Background: an optimization exercise with open tools, aiming at small area, a short achievable clock period and few clock cycles. Do not read the settings as production practice.
Only simulation tests tie the RTL to the original design; equivalence was not proved.
Power is estimated from default activity; no workload was simulated.

**config.mk**
```make
export PLATFORM = sky130hd
export DESIGN_NAME = SC_RISCV_32I
export DESIGN_NICKNAME = SC_RISCV_32I
export VERILOG_FILES = /design/flow/design.v
export SDC_FILE = /design/flow/constraint.sdc
export NUM_CORES = 4
export LEC_CHECK = 0
export CAP_MARGIN = 20
export CORE_MARGIN = 2
export CORE_UTILIZATION = 35
export PLACE_DENSITY = 0.55
export SLEW_MARGIN = 20
```
**constraint.sdc**
```tcl
create_clock -name core_clock -period 10.0 [get_ports {clk}]
set_input_delay 2.0000 -clock core_clock [delete_from_list [all_inputs] [get_ports {clk}]]
set_output_delay 2.0000 -clock core_clock [all_outputs]
set_load 0.01 [all_outputs]
```
**design.v**
```verilog
module KS_Add32(
    input  [31:0] a, b,
    input         cin,
    output [31:0] sum,
    output        cout
);
wire [31:0] p = a ^ b;
wire [31:0] G [0:5];
wire [31:0] P [0:5];
assign G[0] = {a[31:1] & b[31:1], (a[0] & b[0]) | (p[0] & cin)};
assign P[0] = p;
genvar l, i;
generate for (l = 0; l < 5; l = l + 1) begin : g_lvl
    for (i = 0; i < 32; i = i + 1) begin : g_bit
        if (i >= (1 << l)) begin : g_op
            assign G[l+1][i] = G[l][i] | (P[l][i] & G[l][i - (1 << l)]);
            assign P[l+1][i] = P[l][i] & P[l][i - (1 << l)];
        end else begin : g_pass
            assign G[l+1][i] = G[l][i];
            assign P[l+1][i] = P[l][i];
        end
    end
end endgenerate
assign sum  = p ^ {G[5][30:0], cin};
assign cout = G[5][31];
endmodule
module Register_File(
    input         clk, rst,
    input  [4:0]  ra1, ra2,
    input         byp1, byp2,       
    input         imm2,             
    input  [31:0] imm,
    output [31:0] rd1, rd2,
    output [31:0] rd2_raw,          
    input         we,               
    input  [4:0]  wa,
    input  [31:0] wd
);
reg [31:0] rf [1:31];
reg [31:1] valid;
integer i;
always @(posedge clk) begin
    for (i = 1; i < 32; i = i + 1)
        if (we && wa == i) rf[i] <= wd;
end
always @(posedge clk or posedge rst) begin
    if (rst) valid <= 31'b0;
    else if (we) valid[wa] <= 1'b1;
end
reg [31:0] t1, t2;
integer k;
always @(*) begin
    t1 = 32'b0;
    t2 = 32'b0;
    for (k = 1; k < 32; k = k + 1) begin
        t1 = t1 | ({32{(ra1 == k) & valid[k]}} & rf[k]);
        t2 = t2 | ({32{(ra2 == k) & valid[k]}} & rf[k]);
    end
end
assign rd1     = ({32{byp1}} & wd) | ({32{~byp1}} & t1);
assign rd2_raw = ({32{byp2}} & wd) | ({32{~byp2}} & t2);
assign rd2     = ({32{imm2}} & imm) | ({32{~imm2 & byp2}} & wd) | ({32{~imm2 & ~byp2}} & t2);
endmodule
module SC_RISCV_32I(
    input         clk, rst,
    output [7:0]  imem_addr,
    input  [31:0] imem_data,
    output        dmem_we,
    output [1:0]  dmem_size,
    output [31:0] dmem_addr,
    output [31:0] dmem_wdata,
    input  [31:0] dmem_rdata
);
reg  [7:0]  pc;
reg  [7:0]  pc_o;                 
reg  [31:0] ex_a, ex_b, ex_s;     
reg  [4:0]  ex_rd;
reg         ex_fwd_a, ex_fwd_b, ex_fwd_s;   
reg         ex_sub, ex_arith;
reg  [7:0]  ex_sel;               
reg  [2:0]  ex_f3;
reg  [7:0]  ex_alt;               
reg  [2:0]  ex_bsel;              
reg         ex_bpol;              
reg         ex_rw, ex_ld, ex_st, ex_br;    
reg  [31:0] mw_res, mw_sdata;
reg  [31:0] mw_addr;              
reg  [4:0]  mw_rd;
reg  [2:0]  mw_f3;
reg         mw_rw, mw_ld, mw_st;
wire [31:0] ins = imem_data;
assign imem_addr = pc_o;
wire [4:0] rs1 = ins[19:15];
wire [4:0] rs2 = ins[24:20];
wire [4:0] rd  = ins[11:7];
wire [2:0] f3  = ins[14:12];
wire d_br  = ins[6];
wire d_alu = ~ins[6] & ins[4];
wire d_r   = d_alu & ins[5];
wire d_ld  = ~ins[6] & ~ins[4] & ~ins[5];
wire d_st  = ~ins[6] & ~ins[4] & ins[5];
wire d_use2 = ins[5];
wire d_wr  = ~ins[6] & (ins[4] | ~ins[5]) & (rd != 5'd0);
wire d_use_imm = ~(ins[5] & (ins[4] | ins[6]));
wire [7:0] bimm = {ins[27:25], ins[11:8], 1'b0};
wire [7:0] d_tgt  = pc + bimm;
wire [7:0] d_fall = pc + 8'd4;
wire d_pred = d_br & (ins[31] | (f3 == 3'b001) | (f3 == 3'b101) | (f3 == 3'b111));
wire d_same = (bimm == 8'd4);                
wire stall = ex_ld & ((rs1 == ex_rd) | (d_use2 & (rs2 == ex_rd)));
wire [31:0] d_a, d_b, d_bi;
wire [31:0] mw_wdata;
wire [31:0] d_imm;
Register_File RF(
    .clk(clk), .rst(rst),
    .ra1(rs1), .ra2(rs2),
    .byp1(mw_rw && mw_rd == rs1), .byp2(mw_rw && mw_rd == rs2),
    .imm2(d_use_imm), .imm(d_imm),
    .rd1(d_a), .rd2(d_bi), .rd2_raw(d_b),
    .we(mw_rw), .wa(mw_rd), .wd(mw_wdata)
);
wire d_slt = d_alu & (f3 == 3'b010);
wire d_sltu = d_alu & (f3 == 3'b011);
wire d_sub = d_br | d_slt | d_sltu | (d_r & (f3 == 3'b000) & ins[30]);
wire [7:0] d_sel = d_alu ? (8'b1 << f3) : 8'b1;
assign d_imm = d_st ? {{20{ins[31]}}, ins[31:25], ins[11:7]} : {{20{ins[31]}}, ins[31:20]};
wire [31:0] a  = ex_fwd_a ? mw_res : ex_a;
wire [31:0] b  = ex_fwd_b ? mw_res : ex_b;
wire [31:0] sd = ex_fwd_s ? mw_res : ex_s;
wire [32:0] sum;
KS_Add32 ADD(.a(a), .b(b ^ {32{ex_sub}}), .cin(ex_sub), .sum(sum[31:0]), .cout(sum[32]));
wire ltu = ~sum[32];
wire lt  = (a[31] == b[31]) ? sum[31] : a[31];
wire c_eq0  = (ex_a == ex_b);
wire c_ltu0 = (ex_a < ex_b);
wire c_lt0  = (ex_a[31] != ex_b[31]) ? ex_a[31] : c_ltu0;
wire c_eq1  = (mw_res == ex_b);
wire c_ltu1 = (mw_res < ex_b);
wire c_lt1  = (mw_res[31] != ex_b[31]) ? mw_res[31] : c_ltu1;
wire c_eq2  = (ex_a == mw_res);
wire c_ltu2 = (ex_a < mw_res);
wire c_lt2  = (ex_a[31] != mw_res[31]) ? ex_a[31] : c_ltu2;
wire c0 = (ex_bsel[0] & c_eq0) | (ex_bsel[1] & c_lt0) | (ex_bsel[2] & c_ltu0);
wire c1 = (ex_bsel[0] & c_eq1) | (ex_bsel[1] & c_lt1) | (ex_bsel[2] & c_ltu1);
wire c2 = (ex_bsel[0] & c_eq2) | (ex_bsel[1] & c_lt2) | (ex_bsel[2] & c_ltu2);
wire c3 = ex_bsel[0];
wire        left = ex_sel[1];
wire [31:0] a_rev;
genvar gi;
generate for (gi = 0; gi < 32; gi = gi + 1) begin : g_rev
    assign a_rev[gi] = a[31 - gi];
end endgenerate
wire [31:0] sh_in = left ? a_rev : a;
wire signed [32:0] sh_ext = {ex_arith & ~left & a[31], sh_in};
wire [32:0] sh_out = sh_ext >>> b[4:0];
wire [31:0] shr = sh_out[31:0];
wire [31:0] shl;
generate for (gi = 0; gi < 32; gi = gi + 1) begin : g_rev2
    assign shl[gi] = shr[31 - gi];
end endgenerate
wire [31:0] res =
      ({32{ex_sel[0]}} & sum[31:0])
    | ({32{ex_sel[1]}} & shl)
    | ({32{ex_sel[2]}} & {31'b0, lt})
    | ({32{ex_sel[3]}} & {31'b0, ltu})
    | ({32{ex_sel[4]}} & (a ^ b))
    | ({32{ex_sel[5]}} & shr)
    | ({32{ex_sel[6]}} & (a | b))
    | ({32{ex_sel[7]}} & (a & b));
wire redirect = ex_br & (((ex_fwd_a & ex_fwd_b) ? c3 : ex_fwd_a ? c1 : ex_fwd_b ? c2 : c0) ^ ex_bpol);
assign dmem_we    = mw_st;
assign dmem_size  = mw_f3[1:0];
assign dmem_addr  = mw_addr;
assign dmem_wdata = mw_sdata;
wire [31:0] ld_data;
assign ld_data[7:0]   = dmem_rdata[7:0];
assign ld_data[15:8]  = (mw_f3[1:0] == 2'b00) ? {8{~mw_f3[2] & dmem_rdata[7]}} : dmem_rdata[15:8];
assign ld_data[31:16] = (mw_f3[1:0] == 2'b10) ? dmem_rdata[31:16]
                      : (mw_f3[1:0] == 2'b01) ? {16{~mw_f3[2] & dmem_rdata[15]}}
                      :                         {16{~mw_f3[2] & dmem_rdata[7]}};
assign mw_wdata = mw_ld ? ld_data : mw_res;
wire [7:0] pc_next = redirect ? ex_alt : stall ? pc : d_pred ? d_tgt : d_fall;
always @(posedge clk or posedge rst) begin
    if (rst) pc <= 8'd0;
    else     pc <= pc_next;
end
always @(posedge clk) begin
    pc_o <= rst ? 8'd0 : pc_next;
end
always @(posedge clk or posedge rst) begin
    if (rst) mw_addr <= 32'd0;
    else     mw_addr <= res;
end
wire bubble = redirect | stall;
always @(posedge clk or posedge rst) begin
    if (rst) begin
        ex_rw <= 1'b0; ex_ld <= 1'b0; ex_st <= 1'b0; ex_br <= 1'b0;
        mw_rw <= 1'b0; mw_st <= 1'b0;
    end else begin
        ex_rw <= ~bubble & d_wr;
        ex_ld <= ~bubble & d_ld & (rd != 5'd0);
        ex_st <= ~bubble & d_st;
        ex_br <= ~bubble & d_br;
        mw_rw <= ex_rw;
        mw_st <= ex_st;
    end
end
always @(posedge clk) begin
    ex_a       <= d_a;
    ex_b       <= d_bi;
    ex_s       <= d_b;
    ex_rd      <= rd;
    ex_fwd_a   <= ex_rw & (ex_rd == rs1);
    ex_fwd_b   <= ex_rw & (ex_rd == rs2) & ~d_use_imm;
    ex_fwd_s   <= ex_rw & (ex_rd == rs2);
    ex_sub     <= d_sub;
    ex_arith   <= ins[30];
    ex_sel     <= d_sel;
    ex_f3      <= f3;
    ex_alt     <= d_pred ? d_fall : d_tgt;
    ex_bsel    <= d_same ? 3'b000 : {f3[2] & f3[1], f3[2] & ~f3[1], ~f3[2]};
    ex_bpol    <= d_same ? 1'b0 : (f3[0] ^ d_pred);
    mw_res     <= res;
    mw_sdata   <= sd;
    mw_rd      <= ex_rd;
    mw_f3      <= ex_f3;
    mw_ld      <= ex_ld;
end
endmodule
```
**flow/run.sh**
```bash
#!/bin/bash
set -euo pipefail
bash standard.sh synth > log_synth.txt 2>&1
bash standard.sh SETUP_SLACK_MARGIN=6.5 finish > log_layout.txt 2>&1
```
**standard.sh**
```bash
#!/bin/bash
# synth_recipe.tcl (not shown) runs the flow's synth.tcl, then flattens the netlist and writes it again
# the make line also repeats each setting of config.mk as NAME=value (left out here)
make -C /OpenROAD-flow-scripts/flow DESIGN_CONFIG=/design/flow/config.mk WORK_HOME=/design/flow/orfs CLKGATE_MAP_FILE= SYNTH_SCRIPT=/design/flow/synth_recipe.tcl "${@:-finish}"
```
==> results of run 1 <==
==> cell type report <==
cell class	instances	area share (%)
Sequential cell	1279	45.1
Multi-Input combinational cell	3013	34.1
Timing Repair Buffer	713	10.2
Clock buffer	168	4.66
Tap cell	2310	3.62
Clock inverter	89	1.32
Inverter	182	0.896
Antenna cell	14	0.0439
Timing Repair inverter	2	0.0125
==> per-layer routing <==
layer | global-route usage (%) | share of wire, %
met5 | 0.722 | 0.074
met4 | 28.4 | 10
met3 | 15.7 | 16
met2 | 52.4 | 41
met1 | 42.0 | 33
==> state kept, by name, summed over array words and instances, names as in the netlist, 3 cells and up <==
name      count
ex_a         32
mw_f3         3
pc_o          8
ex_bsel       3
ex_s         32
ex_alt        8
mw_sdata     32
mw_res       32
RF.rf       992
mw_rd         5
ex_f3         3
ex_rd         5
mw_addr      32
pc            8
ex_sel        8
ex_b         32
RF.valid     31
==> worst paths after layout <==
path                       slack [ns]  cells after the start     start     endpoint
min reg2reg                      0.33                      0  ex_f3[1]     mw_f3[1]
max                              6.24                     15  ex_fwd_b  mw_addr[29]
min in group asynchronous        1.75                      3       rst        ex_br
min                              0.33                      0  ex_f3[1]     mw_f3[1]
max reg2reg                      6.24                     15  ex_fwd_b  mw_addr[29]
max in group asynchronous        7.26                      4       rst  mw_addr[18]
==> power by group <==
group          internal (mW)  switching (mW)  leakage (nW)
registers               6.60           0.433          11.7
clock network           3.09            2.39          2.30
logic                   1.47            2.58          15.2
total                   11.2            5.40          29.1
==> placed cells by master (no fill, tap or decap), drive strengths merged, types with 161 or more instances in the layout <==
| cell type | synthesis | layout |
|---|---|---|
| edfxtp | 992 | 992 |
| inv | 182 | 188 |
| a22o | 286 | 286 |
| a221oi | 291 | 291 |
| dfxtp | 210 | 210 |
| nand3 | 161 | 161 |
| nand2 | 171 | 171 |
| a21oi | 199 | 199 |
| buf | 108 | 569 |
| nor2 | 216 | 227 |
| a22oi | 332 | 332 |
| ha | 210 | 210 |
| clkbuf | 266 | 182 |
==> metrics by stage <==
stage / power (mW) / cell area [um2] / util (%) / instances / setup WS, ns
after floorplan: 8.73 / 63600 / - / 4827 / 6.19
after global placement: 10.2 / 66600 / 38.7 / 7069 / 3.72
after detailed placement: 10.2 / 66600 / 38.8 / 7069 / 3.72
after CTS: 16.1 / 77300 / 44.9 / 7613 / 6.23
after global routing: 17.0 / 79900 / 46.4 / 7757 / 6.20
final: 16.6 / 79900 / 46.5 / 7770 / 6.24
==> critical path, delay by kind of cell (launching register included) <==
family | cells | cell delay [ns]
simple gates | 4 | 1.05
compound gates | 4 | 0.68
buf+inv | 4 | 0.61
flops | 1 | 0.44
mux | 1 | 0.34
fa+ha+maj | 1 | 0.31
xor+xnor | 1 | 0.12
==> timing repair <==
action | in CTS | in global routing
cloned | 41 | 10
endpoints found under the setup margin | 909 | 542
resized for setup | 831 | 262
pin swaps | 185 | 208
buffers inserted | 246 | 132
==> cells by family after synthesis <==
| group | count (synthesis) | synth area share, % |
|---|---|---|
| AO/OA/AOI/OAI | 1540 | 19.4 |
| flip-flops | 1279 | 59.2 |
| AND/OR/NAND/NOR | 933 | 7.65 |
| buffers and inverters | 556 | 3.62 |
| multiplexers | 218 | 4.39 |
| adder cells (fa/ha/maj) | 212 | 4.40 |
| XOR/XNOR | 89 | 1.29 |
==> reports/summary.log, run 1 <==
qor: drt.dr.pass1.iters 11
qor: yosys.part_of_the_yosys_area_used_for_sequential_elements 59.2%
qor: critical_path.path_common_cell sky130_fd_sc_hd__o211ai_1
qor: global_routing.antenna_found_initial 14
qor: sta.hold_ws 0.334 ns
qor: cts.tritoncts_num_sinks 1,279
qor: drt.avgViaCountPerCell 7.02
qor: yosys.top_reg_cell_synth sky130_fd_sc_hd__edfxtp_1
qor: die.rows 152
qor: cells_and_area.finish.net_count 5,610
qor: sta.tns 0 ns
qor: sta.finalClockSkew 0.0600 ns
qor: sta.grt_setup_unrepaired true
qor: yosys.syn_area_per_cell 12.6 um2
qor: cts.cts-hold-fix-buffers 0
qor: critical_path.end_kind flip-flop
qor: sta.setup_viol 0
qor: yosys.yosysMostFrequentCell sky130_fd_sc_hd__edfxtp_1
qor: die.core_area 172,000 um2
qor: global_routing.grt_first_pass_wirelength 435,000 um
qor: yosys.post_synthesis_cell_type_with_the_largest_combined_area sky130_fd_sc_hd__edfxtp_1
qor: global_routing.groute.usage.overall 36.3%
qor: cts.clk_pin_slew_worst_paths 0.06 ns
qor: run.max_cap_violations 0
qor: cts.cts_buffers 141
qor: die.chipWidth 420 um
qor: global_routing.vias_in_the_first_global_route 50,600
qor: yosys.synth.net_count 5,105
qor: place.place.gp.congestion 0.983
qor: critical_path.crit_type reg2reg
qor: pwr.power.density 207 nW/um2
qor: drt.drc_violation_total_after_the_first_tritonroute_iteration 10,700
qor: cells_and_area.fillerInstances 15,200
qor: cells_and_area.multi_input_area 27,300 um2
qor: cts.htreeDepth 4
qor: outcome.status finished clean
qor: die.design.die.area 177,000 um2
qor: critical_path.timing.critical_path.required 10.62 ns
qor: pwr.vdd_drop_max 0.207 mV
qor: yosys.yosysWarningCount 4
qor: global_routing.maximum_number_of_pins_on_one_net_before_global_route_repair 65
qor: sta.slew_headroom 5.57%
qor: die.initial_core_util 35.3%
qor: yosys.number_of_synthesized_register_bits 1,279
qor: place.place.detailed.hpwl 180,000 um
qor: yosys.list_of_most_frequent_post_synthesis_cells sky130_fd_sc_hd__edfxtp_1, sky130_fd_sc_hd__a22oi_1, sky130_fd_sc_hd__a221oi_1
qor: critical_path.max_stage_delay 0.45 ns
qor: cells_and_area.areaGrowthSynthToFinish 31.8%
qor: cells_and_area.layout-drive-gt1-share 30.1%
qor: critical_path.cp_slowest_cell sky130_fd_sc_hd__or4b_1
qor: yosys.synth.top_cell.area_share 49.1%
qor: yosys.synth_edf_count 992
qor: min_path.hold_path.class reg2reg
qor: yosys.synth_cells 4,827
qor: cts.cts_max_path_buffers 3
qor: sta.post_layout_minimum_cycle_time 3.76 ns
qor: critical_path.worst-path-max-fanout 5
qor: cells_and_area.ff_latch_area 36,000 um2
qor: yosys.mappedNetlistArea 60,600 um2
qor: pwr.power.static_leakage 29.1 nW
qor: cts.root_buf_cell sky130_fd_sc_hd__clkbuf_16
qor: sta.period_share 37.6%
qor: critical_path.critical_path.cell_chain buf_6 > buf_16 > mux2i_4 > xnor2_2 > ha_4 > buf_12 > nand2_8 > or2_4 > or3_4 > o2111ai_2 > o211ai_1 > buf_4 > o21ai_4 > or4b_1 > o211ai_1
qor: place.portBuffers 136
qor: sta.max_freq 0.266 GHz
qor: yosys.ys_async_sr_fraction 6.02%
qor: die.io_pins 141
qor: cts.clock_insertion_delay_worst_skew 0.83 ns
qor: global_routing.gr-total-overflow 0
qor: die.chipHeight 420 um
qor: sta.final-max-slew-violation-count 0
qor: drt.route.vias.total 54,500
qor: drt.drc 0
qor: critical_path.setup.worst_path.start_class flip-flop
qor: drt.routed_wirelength 331,000 um
qor: yosys.synth_cell_type_count 81
qor: drt.routedWlPerCell 42.6 um
qor: drt.ant_nets 0
qor: sta.hold_violations 0
qor: cts.cts_tree yes
qor: yosys.ys_top_cells_by_area sky130_fd_sc_hd__edfxtp_1, sky130_fd_sc_hd__dfxtp_1, sky130_fd_sc_hd__ha_1
qor: sta.tightest_slew 1.40 ns
qor: critical_path.cp_data_arrival_time 4.39 ns
Testbench counts, summed over its fixed seeds: cycles 27,146.
==> run 2, diff against run 1 <==
--- a/design.v
+++ b/design.v
@@ -121,16 +121,16 @@
 );
 wire d_slt = d_alu & (f3 == 3'b010);
 wire d_sltu = d_alu & (f3 == 3'b011);
-wire d_sub = d_br | d_slt | d_sltu | (d_r & (f3 == 3'b000) & ins[30]);
+wire d_sub = d_slt | d_sltu | (d_r & (f3 == 3'b000) & ins[30]);
 wire [7:0] d_sel = d_alu ? (8'b1 << f3) : 8'b1;
 assign d_imm = d_st ? {{20{ins[31]}}, ins[31:25], ins[11:7]} : {{20{ins[31]}}, ins[31:20]};
 wire [31:0] a  = ex_fwd_a ? mw_res : ex_a;
-wire [31:0] b  = ex_fwd_b ? mw_res : ex_b;
+wire [31:0] b  = ex_fwd_b ? (mw_res ^ {32{ex_sub}}) : (ex_b ^ {32{ex_sub}});
 wire [31:0] sd = ex_fwd_s ? mw_res : ex_s;
 wire [32:0] sum;
-KS_Add32 ADD(.a(a), .b(b ^ {32{ex_sub}}), .cin(ex_sub), .sum(sum[31:0]), .cout(sum[32]));
+KS_Add32 ADD(.a(a), .b(b), .cin(ex_sub), .sum(sum[31:0]), .cout(sum[32]));
 wire ltu = ~sum[32];
-wire lt  = (a[31] == b[31]) ? sum[31] : a[31];
+wire lt  = (a[31] != b[31]) ? sum[31] : a[31];    
 wire c_eq0  = (ex_a == ex_b);
 wire c_ltu0 = (ex_a < ex_b);
 wire c_lt0  = (ex_a[31] != ex_b[31]) ? ex_a[31] : c_ltu0;
--- a/config.mk
+++ b/config.mk
@@ -8,5 +8,8 @@
 export CAP_MARGIN = 20
 export CORE_MARGIN = 2
 export CORE_UTILIZATION = 35
+export CTS_BUF_LIST = sky130_fd_sc_hd__clkbuf_8
+export CTS_CLUSTER_DIAMETER = 60
+export CTS_CLUSTER_SIZE = 16
 export PLACE_DENSITY = 0.55
 export SLEW_MARGIN = 20
==> run 2 against run 1 <==
  * Die area fell by 0.90%
  * Count of clock-buffer cells in the layout is 54 lower
  * Sequential cell count unchanged
  * Combinational power shrank 17%
  * Final area fell by 8.9%
  * Area after synthesis decreased by 0.91%
  * Largest cell class unchanged
  * Register-to-register slack better by 0.08 ns
==> reports/summary.log, run 2 <==
qor: drt.routedWlPerCell 42.6 um [about the same]
qor: cells_and_area.final_area 72,800 um2 [-8.9%]
qor: cells_and_area.largest_register_ffs 992 [unchanged]
qor: cts.root_buf_cell sky130_fd_sc_hd__clkbuf_8
qor: die.io_pins 141 [unchanged]
qor: yosys.ys_top_cells_by_area sky130_fd_sc_hd__edfxtp_1, sky130_fd_sc_hd__dfxtp_1, sky130_fd_sc_hd__a221oi_1
qor: yosys.syn_area_per_cell 12.5 um2 [-0.16%]
qor: min_path.hold_path.class reg2reg
qor: min_path.whs_path_depth 0 [unchanged]
qor: critical_path.cp_data_arrival_time 4.44 ns [+0.05 ns]
qor: min_path.hold_end mw_f3[0]
qor: drt.routed_wirelength 313,000 um [-5.4%]
qor: global_routing.antenna_found_initial 19 [+5]
qor: yosys.yosysMostFrequentCell sky130_fd_sc_hd__edfxtp_1
qor: critical_path.cp_slowest_cell sky130_fd_sc_hd__o21ai_0
qor: place.portBuffers 136 [unchanged]
qor: critical_path.path_common_cell sky130_fd_sc_hd__buf_12
qor: global_routing.vias_in_the_first_global_route 48,800 [-3.5%]
qor: die.chipHeight 418 um [-0.45%]
qor: sta.grt_setup_unrepaired true
qor: sta.tns 0 ns [unchanged]
qor: critical_path.r2r-end mw_res[27]
qor: drt.drc_violation_total_after_the_first_tritonroute_iteration 9,994 [-6.4%]
qor: yosys.synth_cell_type_count 78 [-3.7%]
qor: sta.tightest_slew 1.24 ns [-0.162 ns]
qor: global_routing.maximum_number_of_pins_on_one_net_before_global_route_repair 56 [-14%]
qor: die.chipWidth 418 um [-0.45%]
qor: yosys.mappedNetlistArea 60,100 um2 [-0.91%]
qor: cts.cts_max_path_buffers 3 [unchanged]
qor: cells_and_area.most-common-layout-cells sky130_fd_sc_hd__edfxtp_1, sky130_fd_sc_hd__a22oi_1, sky130_fd_sc_hd__a22o_1
qor: cells_and_area.layout_commonest_cell sky130_fd_sc_hd__edfxtp_1
qor: place.post_dp_cell_area 65,400 um2 [-1.8%]
qor: yosys.number_of_synthesized_register_bits 1,279 [unchanged]
qor: critical_path.setup.worst_path.start_class flip-flop
qor: global_routing.groute.usage.overall 34.3% [-2.0 points]
qor: sta.period_share 36.8% [-0.83 points]
qor: die.core_area 171,000 um2 [-0.44%]
qor: sta.hold_violations 0 [unchanged]
qor: sta.slew_headroom 17.4% [+12 points]
qor: yosys.synth_edf_count 992 [unchanged]
qor: sta.final-max-slew-violation-count 0 [unchanged]
qor: drt.route.vias.total 51,900 [-4.9%]
qor: yosys.synth_cells 4,791 [-0.75%]
qor: die.rows 152 [unchanged]
qor: critical_path.critical_path.cell_chain buf_12 > mux2i_4 > buf_12 > xnor2_4 > buf_12 > clkinv_16 > buf_4 > mux2i_1 > mux4_2 > o21ai_0 > o21ai_1 > a2bb2oi_1 > o211ai_1
qor: pwr.power.density 187 nW/um2 [-9.9%]
qor: cts.cts_tree yes
qor: cells_and_area.finish.net_count 5,286 [-5.8%]
qor: critical_path.max_stage_delay 0.59 ns [+0.14 ns]
qor: yosys.yosysWarningCount 4 [unchanged]
qor: min_path.min_from ex_f3[0]
qor: drt.dr.pass1.iters 12 [+1]
qor: cts.tritoncts_num_sinks 1,279 [unchanged]
qor: sta.finalClockSkew 0.0573 ns [-0.00264 ns]
qor: die.initial_core_util 35.1% [-0.16 points]
qor: critical_path.end_kind flip-flop
qor: cts.clock_insertion_delay_worst_skew 0.92 ns [+0.09 ns]
qor: sta.post_layout_minimum_cycle_time 3.68 ns [-0.0833 ns]
qor: critical_path.crit_type reg2reg
qor: cts.htreeDepth 3 [-1]
qor: yosys.list_of_most_frequent_post_synthesis_cells sky130_fd_sc_hd__edfxtp_1, sky130_fd_sc_hd__a22oi_1, sky130_fd_sc_hd__clkbuf_1
qor: yosys.top_reg_cell_synth sky130_fd_sc_hd__edfxtp_1
qor: yosys.synth.net_count 5,038 [-1.3%]
qor: global_routing.grt_first_pass_wirelength 414,000 um [-4.9%]
qor: critical_path.timing.critical_path.required 10.76 ns [+0.14 ns]
qor: cts.cts-hold-fix-buffers 0 [unchanged]
qor: yosys.part_of_the_yosys_area_used_for_sequential_elements 59.8% [+0.54 points]
qor: cells_and_area.most_flop_heavy_register RF.rf
qor: yosys.post_synthesis_cell_type_with_the_largest_combined_area sky130_fd_sc_hd__edfxtp_1
qor: sta.max_freq 0.272 GHz [+2.3%]
qor: critical_path.timing.reg2reg.setup_slack 6.32 ns [+0.08 ns]
qor: critical_path.rr_worst_depth 13 [-2]
qor: cts.clk_pin_slew_worst_paths 0.10 ns [+0.04 ns]
qor: cells_and_area.areaGrowthSynthToFinish 21.2%
qor: cts.cts_buffers 111 [-21%]
qor: sta.setup_viol 0 [unchanged]
qor: run.max_cap_violations 0 [unchanged]
qor: die.design.die.area 175,000 um2 [-0.90%]
qor: drt.drc 0 [unchanged]
qor: global_routing.gr-total-overflow 0 [unchanged]
qor: place.place.detailed.hpwl 176,000 um [-2.7%]
qor: pwr.design_power 13.6 mW [-18%]
qor: yosys.synth.top_cell.area_share 49.6% [+0.45 points]
qor: yosys.ys_async_sr_fraction 6.02% [unchanged]
qor: cells_and_area.layout-drive-gt1-share 26.1% [-4.0 points]
qor: drt.ant_nets 0 [unchanged]
qor: outcome.status finished clean
qor: critical_path.worst-path-max-fanout 10 [+5]
qor: critical_path.regToRegStartpoint ex_fwd_b
qor: pwr.power.static_leakage 25.7 nW [-12%]
qor: pwr.vdd_drop_max 0.109 mV [-47%]
qor: drt.avgViaCountPerCell 7.05 [+0.45%]
qor: place.place.gp.congestion 0.949 [-3.4%]
## run 2: changes by cell type in the layout (fill, tap and decap cells not counted), moves of 22 or more
cell | previous run | this run
sky130_fd_sc_hd__a221oi_2 | 212 | 124
sky130_fd_sc_hd__buf_2 | 2 | 50
sky130_fd_sc_hd__a221oi_1 | 74 | 165
sky130_fd_sc_hd__clkbuf_16 | 151 | 8
sky130_fd_sc_hd__buf_4 | 353 | 229
sky130_fd_sc_hd__a21o_1 | 54 | 76
sky130_fd_sc_hd__nor3_4 | 47 | 18
sky130_fd_sc_hd__buf_12 | 101 | 45
sky130_fd_sc_hd__ha_1 | 197 | 165
sky130_fd_sc_hd__dlygate4sd2_1 | 57 | 3
sky130_fd_sc_hd__clkbuf_8 | 7 | 114
## run 2: timing repair
item / in CTS / in global routing
endpoints found under the setup margin: 628 / 374
cloned: 24 / 12
buffers inserted: 92 / 85
resized for setup: 825 / 297
pin swaps: 77 / 115
## run 2: critical path, delay by kind of cell (launching register included)
family / cells / cell delay (ns)
AO/OA/AOI/OAI: 4 / 1.33
XOR/XNOR: 1 / 0.13
flip-flops: 1 / 0.43
buffers and inverters: 5 / 0.71
multiplexers: 3 / 0.94
## run 2: report_power, final
group	switching, mW	internal [mW]	total, mW
Combinational	2.15	1.18	3.34
Clock	2.03	1.32	3.35
Sequential	0.445	6.47	6.91
Total	4.63	8.97	13.6
## run 2: area by class of cell
class / count / area (um2)
fillers: 15700 / 98400
flip-flops and latches: 1279 / 36100
multi-input cells: 2971 / 25700
repair buffers: 500 / 5230
well taps: 2233 / 2790
clock buffers: 114 / 1570
clock inverters: 69 / 734
inverters: 172 / 706
diodes: 14 / 35.0
repair inverters: 4 / 26.3
## run 2: worst max-delay path by stage
stage                  startpoint    endpoint  cells after the start
finish                   ex_fwd_b  mw_res[27]                     13
global route             ex_fwd_a  mw_res[27]                     16
CTS                      ex_fwd_b   mw_res[5]                     15
detailed placement  imem_data[21]     ex_b[3]                     12
global placement    imem_data[21]     ex_b[3]                     12
floorplan           dmem_rdata[7]     ex_b[8]                      6
## run 2: cell families after synthesis
logic type	after synthesis	share of synthesized area, %
flip-flops	1279	59.8
AO/OA/AOI/OAI	1548	19.6
adder cells (fa/ha/maj)	181	3.79
XOR/XNOR	81	1.22
multiplexers	211	4.40
AND/OR/NAND/NOR	935	7.65
buffers and inverters	556	3.54
## run 2: per-stage QoR
step / utilization, % / hold WS, ns / instances / setup slack [ns]
floorplan: - / 0.310 / 4791 / 5.65
global placement: 38.2 / 0.313 / 6946 / 3.89
detailed placement: 38.2 / 0.316 / 6946 / 3.89
CTS: 41.2 / 0.332 / 7245 / 6.42
global route: 42.5 / 0.337 / 7345 / 6.28
finish: 42.5 / 0.331 / 7356 / 6.32
## run 2: per-layer routing
metal / track usage, % / part of all wire [%] / vias up
li1: - / - / 19700
met5: 0.472 / 0.073 / -
met4: 26.4 / 10 / 20
met2: 50.0 / 41 / 5140
met1: 40.5 / 33 / 25400
met3: 13.5 / 15 / 1583
Testbench counts of run 2, summed over its fixed seeds: cycles 27,146.
==> run 3, diff against run 2 <==
--- a/design.v
+++ b/design.v
@@ -105,7 +105,11 @@
 wire [7:0] bimm = {ins[27:25], ins[11:8], 1'b0};
 wire [7:0] d_tgt  = pc + bimm;
 wire [7:0] d_fall = pc + 8'd4;
-wire d_pred = d_br & (ins[31] | (f3 == 3'b001) | (f3 == 3'b101) | (f3 == 3'b111));
+wire d_self = (rs1 == rs2);
+wire d_rs1z = (rs1 == 5'd0);
+wire d_pred = d_br & (d_self ? ((f3 == 3'b000) | (f3 == 3'b101) | (f3 == 3'b111))
+                    : (ins[31] | (f3 == 3'b001) | (f3 == 3'b101)
+                       | ((f3 == 3'b111) & ~d_rs1z) | ((f3 == 3'b110) & d_rs1z)));
 wire d_same = (bimm == 8'd4);                
 wire stall = ex_ld & ((rs1 == ex_rd) | (d_use2 & (rs2 == ex_rd)));
 wire [31:0] d_a, d_b, d_bi;
==> run 3 against run 2 <==
  * Still clean
  * Sequential power barely moved
  * Count of clock-buffer cells in the layout up 2
  * Critical path depth decreased by 4
  * Combinational power grew 13%
  * Register-to-register slack improved by 0.11 ns
  * Area after synthesis rose by 0.74%
  * Sequential cell count did not move
  * Global-route usage grew 0.96 points
  * Die area increased by 0.74%
  * Critical endpoint is now ex_a[14]
  * Largest power group unchanged
==> reports/summary.log, run 3 <==
qor: outcome.status finished clean
qor: sta.max_freq 0.273 GHz [+0.50%]
qor: die.chipHeight 420 um [+0.37%]
qor: yosys.list_of_most_frequent_post_synthesis_cells sky130_fd_sc_hd__edfxtp_1, sky130_fd_sc_hd__a22oi_1, sky130_fd_sc_hd__clkbuf_1
qor: critical_path.crit_type in2reg
qor: cts.cts_buffers 113 [+1.8%]
qor: yosys.part_of_the_yosys_area_used_for_sequential_elements 59.3% [-0.44 points]
qor: place.portBuffers 136 [unchanged]
qor: yosys.synth.net_count 5,097 [+1.2%]
qor: die.chipWidth 420 um [+0.37%]
qor: drt.drc 0 [unchanged]
qor: cts.cts_tree yes
qor: die.initial_core_util 35.2% [+0.14 points]
qor: cells_and_area.areaGrowthSynthToFinish 24.3%
qor: global_routing.grt_first_pass_wirelength 425,000 um [+2.6%]
qor: cells_and_area.multi_input_area 26,500 um2 [+3.1%]
qor: cells_and_area.instances_no_fill 7,625 [+3.7%]
qor: global_routing.groute.usage.overall 35.3% [+0.96 points]
qor: drt.dr.pass1.iters 8 [-4]
qor: yosys.synth_adder_area_share 3.77% [-0.028 points]
qor: critical_path.cp_data_arrival_time 4.40 ns [-0.04 ns]
qor: pwr.vdd_drop_max 0.121 mV [+11%]
qor: die.core_area 172,000 um2 [+0.33%]
qor: critical_path.timing.critical_path.required 10.74 ns [-0.02 ns]
qor: die.io_pins 141 [unchanged]
qor: yosys.synth-xor-area-share 1.34% [+0.12 points]
qor: yosys.synth.area.mux_share 4.78% [+0.38 points]
qor: drt.ant_nets 0 [unchanged]
qor: cts.tritoncts_num_sinks 1,279 [unchanged]
qor: drt.avgViaCountPerCell 7.04 [-0.18%]
qor: yosys.synth_cells 4,850 [+1.2%]
qor: yosys.top_reg_cell_synth sky130_fd_sc_hd__edfxtp_1
qor: drt.drc_violation_total_after_the_first_tritonroute_iteration 10,200 [+1.6%]
qor: yosys.post_synthesis_cell_type_with_the_largest_combined_area sky130_fd_sc_hd__edfxtp_1
qor: global_routing.gr-total-overflow 0 [unchanged]
qor: critical_path.setup.worst_path.start_class input port
qor: critical_path.rr_worst_depth 15 [+2]
qor: sta.grt_setup_unrepaired true
qor: sta.finalClockSkew 0.0964 ns [+0.0390 ns]
qor: global_routing.vias_in_the_first_global_route 49,500 [+1.3%]
qor: yosys.synth-simple-area-share 7.91% [+0.26 points]
qor: yosys.number_of_synthesized_register_bits 1,279 [unchanged]
qor: cells_and_area.finish.net_count 5,465 [+3.4%]
qor: critical_path.end_kind flip-flop
qor: yosys.syn_area_per_cell 12.5 um2 [-0.48%]
qor: critical_path.worst-path-max-fanout 18 [+8]
qor: pwr.power.density 189 nW/um2 [+1.0%]
qor: cells_and_area.fillerInstances 15,500 [-1.2%]
qor: sta.hold_violations 0 [unchanged]
qor: cells_and_area.most-common-layout-cells sky130_fd_sc_hd__edfxtp_1, sky130_fd_sc_hd__a22oi_1, sky130_fd_sc_hd__buf_4
qor: yosys.synth_edf_count 992 [unchanged]
qor: cts.clk_pin_slew_worst_paths 0.11 ns [about the same]
qor: cells_and_area.most_flop_heavy_register RF.rf
qor: min_path.whs_path_depth 0 [unchanged]
qor: place.post_dp_cell_area 65,700 um2 [+0.53%]
qor: sta.slew_headroom 16.7% [-0.68 points]
qor: cts.clock_insertion_delay_worst_skew 0.94 ns [+0.02 ns]
qor: die.design.die.area 176,000 um2 [+0.74%]
qor: yosys.ys_async_sr_fraction 6.02% [unchanged]
qor: sta.post_layout_minimum_cycle_time 3.66 ns [-0.0185 ns]
qor: yosys.mappedNetlistArea 60,500 um2 [+0.74%]
qor: cells_and_area.ff_latch_area 36,100 um2 [about the same]
qor: cts.htreeDepth 3 [unchanged]
qor: cts.cts_max_path_buffers 3 [unchanged]
qor: cells_and_area.largest_register_ffs 992 [unchanged]
qor: sta.final-max-slew-violation-count 0 [unchanged]
qor: drt.routed_wirelength 323,000 um [+3.1%]
qor: sta.setup_viol 0 [unchanged]
qor: yosys.synth.top_cell.area_share 49.2% [-0.36 points]
qor: cells_and_area.layout_commonest_cell sky130_fd_sc_hd__edfxtp_1
qor: yosys.yosysMostFrequentCell sky130_fd_sc_hd__edfxtp_1
qor: global_routing.maximum_number_of_pins_on_one_net_before_global_route_repair 58 [+3.6%]
qor: yosys.yosysWarningCount 4 [unchanged]
qor: run.max_cap_violations 0 [unchanged]
qor: yosys.ys_top_cells_by_area sky130_fd_sc_hd__edfxtp_1, sky130_fd_sc_hd__dfxtp_1, sky130_fd_sc_hd__a22oi_1
qor: place.place.gp.congestion 0.994 [+4.7%]
qor: sta.tightest_slew 1.25 ns [+0.00566 ns]
qor: drt.routedWlPerCell 42.4 um [-0.49%]
qor: sta.tns 0 ns [unchanged]
qor: global_routing.antenna_found_initial 21 [+2]
qor: sta.period_share 36.6% [-0.18 points]
qor: cells_and_area.layout-drive-gt1-share 27.6% [+1.6 points]
qor: place.place.detailed.hpwl 180,000 um [+2.5%]
qor: pwr.power.static_leakage 26.7 nW [+4.1%]
qor: die.rows 152 [unchanged]
qor: drt.route.vias.total 53,700 [+3.5%]
qor: yosys.synth_compound_gate_area_share 19.3% [-0.27 points]
qor: cts.cts-hold-fix-buffers 0 [unchanged]
qor: cells_and_area.utilization 43.8% [+1.3 points]
qor: cts.root_buf_cell sky130_fd_sc_hd__clkbuf_8
qor: cells_and_area.final_area 75,200 um2 [+3.3%]
qor: yosys.combinational_family_with_the_most_area_after_synthesis compound AO/OA/AOI/OAI gates
qor: yosys.synth_cell_type_count 89 [+14%]
qor: min_path.hold_path.class reg2reg
qor: place.place.detailed.instances 7,080 [+1.9%]
## run 3: cell count changes after synthesis, sizes merged, moves of 9 or more
cell,delta
nor2b,+9
nor2,+15
a21o,-37
buf,+33
a22oi,+26
mux2i,+27
o21ai,+19
nand4,-22
clkbuf,-36
nand3,+36
nor3,-9
xor2,+10
a22o,-12
a221oi,-10
## run 3: critical path, stage by stage
cell	delay (ns)
sky130_fd_sc_hd__buf_6	0.16
sky130_fd_sc_hd__nand2_1	0.07
sky130_fd_sc_hd__nor2_1	0.26
sky130_fd_sc_hd__and3_4	0.58
sky130_fd_sc_hd__buf_6	0.43
sky130_fd_sc_hd__a221oi_1	0.19
sky130_fd_sc_hd__nand4_1	0.16
sky130_fd_sc_hd__nor3_1	0.08
sky130_fd_sc_hd__a21oi_1	0.43
## run 3: final cells by class
cell class,count,area share [%]
flip-flops and latches,1279,47.9
well taps,2310,3.84
repair buffers,612,8.79
diodes,19,0.0632
multi-input cells,3046,35.2
inverters,165,0.880
clock inverters,77,1.18
clock buffers,116,2.12
repair inverters,1,0.00665
## run 3: power breakdown
group	internal, mW	leakage [nW]	switching, mW
sequential	6.48	11.7	0.430
clock	1.43	1.30	2.07
combinational	1.36	13.7	2.42
total	9.27	26.7	4.92
## run 3: path summary, 6_finish.rpt
kind	from	end	slack, ns
max	imem_data[17]	ex_a[14]	6.34
max reg2reg	ex_fwd_b	mw_addr[30]	6.43
max in group asynchronous	rst	RF.valid[25]	7.01
min reg2reg	ex_f3[1]	mw_f3[1]	0.36
min	ex_f3[1]	mw_f3[1]	0.36
min in group asynchronous	rst	pc[2]	1.81
## run 3: logic make-up (layout without fill, tap and decap cells)
group,Yosys count,after routing
buf+inv,546,971
other cells,0,19
fa+ha+maj,181,181
flops,1279,1279
compound gates,1546,1555
xor+xnor,89,89
mux,239,239
simple gates,970,982
## run 3: timing repair
action / in CTS / in global routing
endpoints found under the hold margin: 0 / 0
setup endpoints to repair: 871 / 213
setup buffers: 171 / 115
gates cloned: 36 / 9
pin swaps: 121 / 160
resized for setup: 915 / 307
## run 3: per-layer routing
metal	part of all wire (%)	global-route usage [%]	wire length [um]
met1	34	41.9	109000
met2	41	51.1	133000
met3	15	14.9	49700
met4	9.5	24.6	30800
met5	0.29	2.56	945
## run 3: metrics by stage
stage	power [mW]	setup WS, ns	hold WS (ns)
6_report	14.2	6.34	0.360
5_1_grt	14.5	6.32	0.376
4_1_cts	13.7	6.37	0.364
3_5_place_dp	9.90	3.51	0.340
3_3_place_gp	9.88	3.41	0.334
2_1_floorplan	8.51	6.00	0.310
Testbench counts of run 3, summed over its fixed seeds: cycles 27,077.
==> run 4, diff against run 3 <==
--- a/design.v
+++ b/design.v
@@ -84,7 +84,6 @@
 reg         ex_bpol;              
 reg         ex_rw, ex_ld, ex_st, ex_br;    
 reg  [31:0] mw_res, mw_sdata;
-reg  [31:0] mw_addr;              
 reg  [4:0]  mw_rd;
 reg  [2:0]  mw_f3;
 reg         mw_rw, mw_ld, mw_st;
@@ -174,7 +173,7 @@
 wire redirect = ex_br & (((ex_fwd_a & ex_fwd_b) ? c3 : ex_fwd_a ? c1 : ex_fwd_b ? c2 : c0) ^ ex_bpol);
 assign dmem_we    = mw_st;
 assign dmem_size  = mw_f3[1:0];
-assign dmem_addr  = mw_addr;
+assign dmem_addr  = mw_res;
 assign dmem_wdata = mw_sdata;
 wire [31:0] ld_data;
 assign ld_data[7:0]   = dmem_rdata[7:0];
@@ -190,10 +189,6 @@
 end
 always @(posedge clk) begin
     pc_o <= rst ? 8'd0 : pc_next;
-end
-always @(posedge clk or posedge rst) begin
-    if (rst) mw_addr <= 32'd0;
-    else     mw_addr <= res;
 end
 wire bubble = redirect | stall;
 always @(posedge clk or posedge rst) begin
==> run 4 against run 3 <==
  * Wire length up 2.8%
  * Final cell count fell by 0.52%
  * Final area rose by 0.25%
  * Die area decreased by 1.3%
  * Clock power down 8.8%
  * Register-to-register slack worse by 0.17 ns
  * Sequential share of layout area shrank 1.1 points
  * Combinational power is 11% higher
  * Critical path type is now reg2reg
  * Largest power group unchanged
  * Highest routed layer unchanged
==> reports/summary.log, run 4 <==
qor: outcome.status finished clean
qor: die.initial_core_util 35.2% [about the same]
qor: global_routing.antenna_found_initial 18 [-14%]
qor: min_path.hold_path.class reg2reg
qor: sta.setup_viol 0 [unchanged]
qor: yosys.synth_edf_count 992 [unchanged]
qor: drt.drc 0 [unchanged]
qor: die.chipWidth 417 um [-0.66%]
qor: sta.hold_ws 0.308 ns [-0.0521 ns]
qor: cts.clk_pin_slew_worst_paths 0.10 ns [about the same]
qor: yosys.list_of_most_frequent_post_synthesis_cells sky130_fd_sc_hd__edfxtp_1, sky130_fd_sc_hd__a22oi_1, sky130_fd_sc_hd__clkbuf_1
qor: global_routing.grt_first_pass_wirelength 427,000 um [+0.61%]
qor: critical_path.crit_type reg2reg
qor: drt.avgViaCountPerCell 7.14 [+1.5%]
qor: drt.routedWlPerCell 43.8 um [+3.4%]
qor: cells_and_area.final_area 75,400 um2 [+0.25%]
qor: place.place.gp.congestion 0.960 [-3.4%]
qor: die.design.die.area 174,000 um2 [-1.3%]
qor: yosys.synth_cells 4,818 [-0.66%]
qor: critical_path.critical_path_buf_inv_count 5 [+3]
qor: pwr.design_power 14.0 mW [-1.2%]
qor: cts.cts_buffers 106 [-6.2%]
qor: place.detailedPlace.worstSlack 3.65 ns [+0.134 ns]
qor: run.max_cap_violations 0 [unchanged]
qor: sta.tightest_slew 1.29 ns [+0.0470 ns]
qor: critical_path.r2r-end pc_o[2]
qor: sta.finalClockSkew 0.0737 ns [-0.0227 ns]
qor: yosys.top_reg_cell_synth sky130_fd_sc_hd__edfxtp_1
qor: die.io_pins 141 [unchanged]
qor: critical_path.worst-path-max-fanout 8 [-10]
qor: critical_path.cp_slowest_cell sky130_fd_sc_hd__nand4_1
qor: critical_path.timing.critical_path.required 10.78 ns [+0.04 ns]
qor: yosys.number_of_synthesized_register_bits 1,247 [-2.5%]
qor: critical_path.regToRegStartpoint mw_res[28]
qor: min_path.hold_end mw_f3[1]
qor: critical_path.worstSetupPathDepth 13 [+4]
qor: cells_and_area.layout_commonest_cell sky130_fd_sc_hd__edfxtp_1
qor: critical_path.timing.critical_path.max_delay_family buffers and inverters
qor: sta.max_freq 0.267 GHz [-2.2%]
qor: yosys.synth.net_count 5,065 [-0.63%]
qor: cts.cts_max_path_buffers 3 [unchanged]
qor: cells_and_area.largest_register_ffs 992 [unchanged]
qor: global_routing.gr-total-overflow 0 [unchanged]
qor: place.place.detailed.instances 6,964 [-1.6%]
qor: critical_path.path_common_cell sky130_fd_sc_hd__buf_12
qor: cells_and_area.finish.net_count 5,528 [+1.2%]
qor: drt.route.vias.total 54,200 [+0.99%]
qor: yosys.ys_top_cells_by_area sky130_fd_sc_hd__edfxtp_1, sky130_fd_sc_hd__dfxtp_1, sky130_fd_sc_hd__a22oi_1
qor: min_path.whs_path_depth 0 [unchanged]
qor: cts.cts_tree yes
qor: drt.drc_violation_total_after_the_first_tritonroute_iteration 10,800 [+6.0%]
qor: sta.post_layout_minimum_cycle_time 3.74 ns [+0.0820 ns]
qor: critical_path.cp_data_arrival_time 4.52 ns [+0.12 ns]
qor: min_path.min_from ex_f3[1]
qor: pwr.power.density 186 nW/um2 [-1.5%]
qor: place.post_dp_cell_area 65,000 um2 [-1.2%]
qor: critical_path.setup.worst_path.start_class flip-flop
qor: cells_and_area.areaGrowthSynthToFinish 26.3%
qor: yosys.synth_cell_type_count 89 [unchanged]
qor: drt.ant_nets 0 [unchanged]
qor: cts.htreeDepth 3 [unchanged]
qor: place.place.detailed.hpwl 181,000 um [+0.42%]
qor: cells_and_area.utilization 44.5% [+0.70 points]
qor: drt.dr.pass1.iters 13 [+5]
qor: sta.tns 0 ns [unchanged]
qor: pwr.power.static_leakage 26.8 nW [+0.30%]
qor: die.core_area 169,000 um2 [-1.3%]
qor: yosys.ys_async_sr_fraction 3.61% [-2.4 points]
qor: sta.slew_headroom 12.9% [-3.7 points]
qor: global_routing.groute.usage.overall 35.7% [+0.47 points]
qor: die.chipHeight 417 um [-0.66%]
qor: yosys.syn_area_per_cell 12.4 um2 [-0.67%]
qor: yosys.part_of_the_yosys_area_used_for_sequential_elements 58.8% [-0.55 points]
qor: yosys.synth.top_cell.area_share 49.9% [+0.66 points]
qor: sta.period_share 37.4% [+0.82 points]
qor: sta.hold_violations 0 [unchanged]
qor: cells_and_area.layout-drive-gt1-share 29.1% [+1.5 points]
qor: sta.fin_ws 6.26 ns [-0.0820 ns]
qor: sta.final-max-slew-violation-count 0 [unchanged]
qor: critical_path.critical_path.cell_chain buf_12 > buf_4 > buf_4 > ha_1 > and4_1 > nand4_1 > o21ai_0 > a21oi_2 > a211oi_4 > mux2i_4 > buf_12 > buf_12 > mux2_2
qor: cts.root_buf_cell sky130_fd_sc_hd__clkbuf_8
qor: yosys.yosysWarningCount 4 [unchanged]
qor: drt.routed_wirelength 332,000 um [+2.8%]
qor: cells_and_area.instances_no_fill 7,585 [-0.52%]
qor: cts.clock_insertion_delay_worst_skew 0.94 ns [about the same]
qor: yosys.mappedNetlistArea 59,700 um2 [-1.3%]
qor: cells_and_area.most_flop_heavy_register RF.rf
qor: pwr.vdd_drop_max 0.118 mV [-2.3%]
qor: critical_path.end_kind flip-flop
qor: sta.grt_setup_unrepaired true
qor: global_routing.vias_in_the_first_global_route 49,600 [+0.34%]
qor: critical_path.worstSetupStartpoint mw_res[28]
qor: critical_path.rr_worst_depth 13 [-2]
qor: critical_path.timing.reg2reg.setup_slack 6.26 ns [-0.17 ns]
qor: die.rows 151 [-0.66%]
qor: place.portBuffers 136 [unchanged]
qor: critical_path.max_stage_delay 0.48 ns [-0.10 ns]
qor: yosys.post_synthesis_cell_type_with_the_largest_combined_area sky130_fd_sc_hd__edfxtp_1
qor: global_routing.maximum_number_of_pins_on_one_net_before_global_route_repair 55 [-5.2%]
qor: yosys.yosysMostFrequentCell sky130_fd_sc_hd__edfxtp_1
qor: cells_and_area.most-common-layout-cells sky130_fd_sc_hd__edfxtp_1, sky130_fd_sc_hd__buf_4, sky130_fd_sc_hd__a22oi_1
qor: cts.tritoncts_num_sinks 1,247 [-2.5%]
## run 4: cell count changes after synthesis, sizes merged
| cell | delta |
|---|---|
| dfrtp | -32 |
## run 4: area by class of cell
cell class,instances,area [um2]
multi-input cells,3049,26600
diodes,16,40.0
inverters,165,668
repair buffers,710,7850
fillers,15200,94100
clock inverters,72,724
well taps,2218,2780
repair inverters,2,10.0
flip-flops and latches,1247,35300
clock buffers,106,1460
## run 4: worst max-delay path by stage
stage	end	slack, ns
2_1_floorplan	pc[6]	6.00
3_3_place_gp	ex_b[4]	3.42
3_5_place_dp	ex_b[3]	3.65
4_1_cts	mw_res[30]	6.22
5_1_grt	pc_o[2]	6.22
6_report	pc_o[2]	6.26
## run 4: kinds of logic after synthesis
logic type | Yosys count | synth area share (%)
buffers and inverters | 546 | 3.57
AOI/OAI and AO/OA | 1546 | 19.6
xor gates and xnor gates | 89 | 1.35
muxes | 239 | 4.84
DFF | 1247 | 58.8
and+or+nand+nor | 970 | 8.01
adders and majority gates | 181 | 3.82
## run 4: report_power, final
part | switching, mW | leakage, nW | total (mW) | internal, mW
Sequential | 0.328 | 11.3 | 6.64 | 6.31
Combinational | 2.63 | 14.3 | 4.18 | 1.54
Clock | 1.95 | 1.14 | 3.20 | 1.25
## run 4: what timing repair did
item                                    4_1_cts  5_1_grt
hold buffers                                  0        0
cloned                                       30       20
gates resized for setup                     867      401
buffers inserted                            197      179
pin swaps                                    85      173
endpoints found under the setup margin      775      453
## run 4: routing by layer
| metal | GRT usage, % | share of wire [%] | vias to the layer above |
|---|---|---|---|
| met1 | 41.6 | 33 | 26400 |
| met4 | 28.4 | 11 | 29 |
| met3 | 14.6 | 16 | 1840 |
| li1 | - | - | 20300 |
| met2 | 52.0 | 41 | 5635 |
| met5 | 0.722 | 0.16 | - |
Testbench counts of run 4, summed over its fixed seeds: cycles 27,077.

==> separate check: timing with driven ports <==
In the flow no input, the clock included, has a driving cell. The finished layouts below were timed again as built, in two steps. Step 1, drivers: a clkbuf_16 drives clk and a buf_2 each remaining input, both assumed. Step 2 moves the port delays by t, midway between the first and last clock arrival at a register: inputs arrive t later, outputs are due t later. That takes back most of the time a late clock gives input paths. Slacks: ideal ports / drivers / drivers and shift; pairs: ideal ports / drivers.
| run | t (ns) | slack for setup (ns) | worst setup path at the end |
|---|---|---|---|
| run 1 | 0.893 | 6.238 / 6.238 / 5.377 | input to register |
| run 2 | 0.974 | 6.321 / 6.306 / 5.332 | input to register |
| run 3 | 0.974 | 6.340 / 6.318 / 5.345 | input to register |
| run 4 | 0.982 | 6.258 / 6.258 / 5.397 | input to register |
After both steps every run listed still meets setup and hold. For run 3, which loses most, drivers alone change the setup slack by -0.022 ns; drivers and shift together by -0.995 ns.
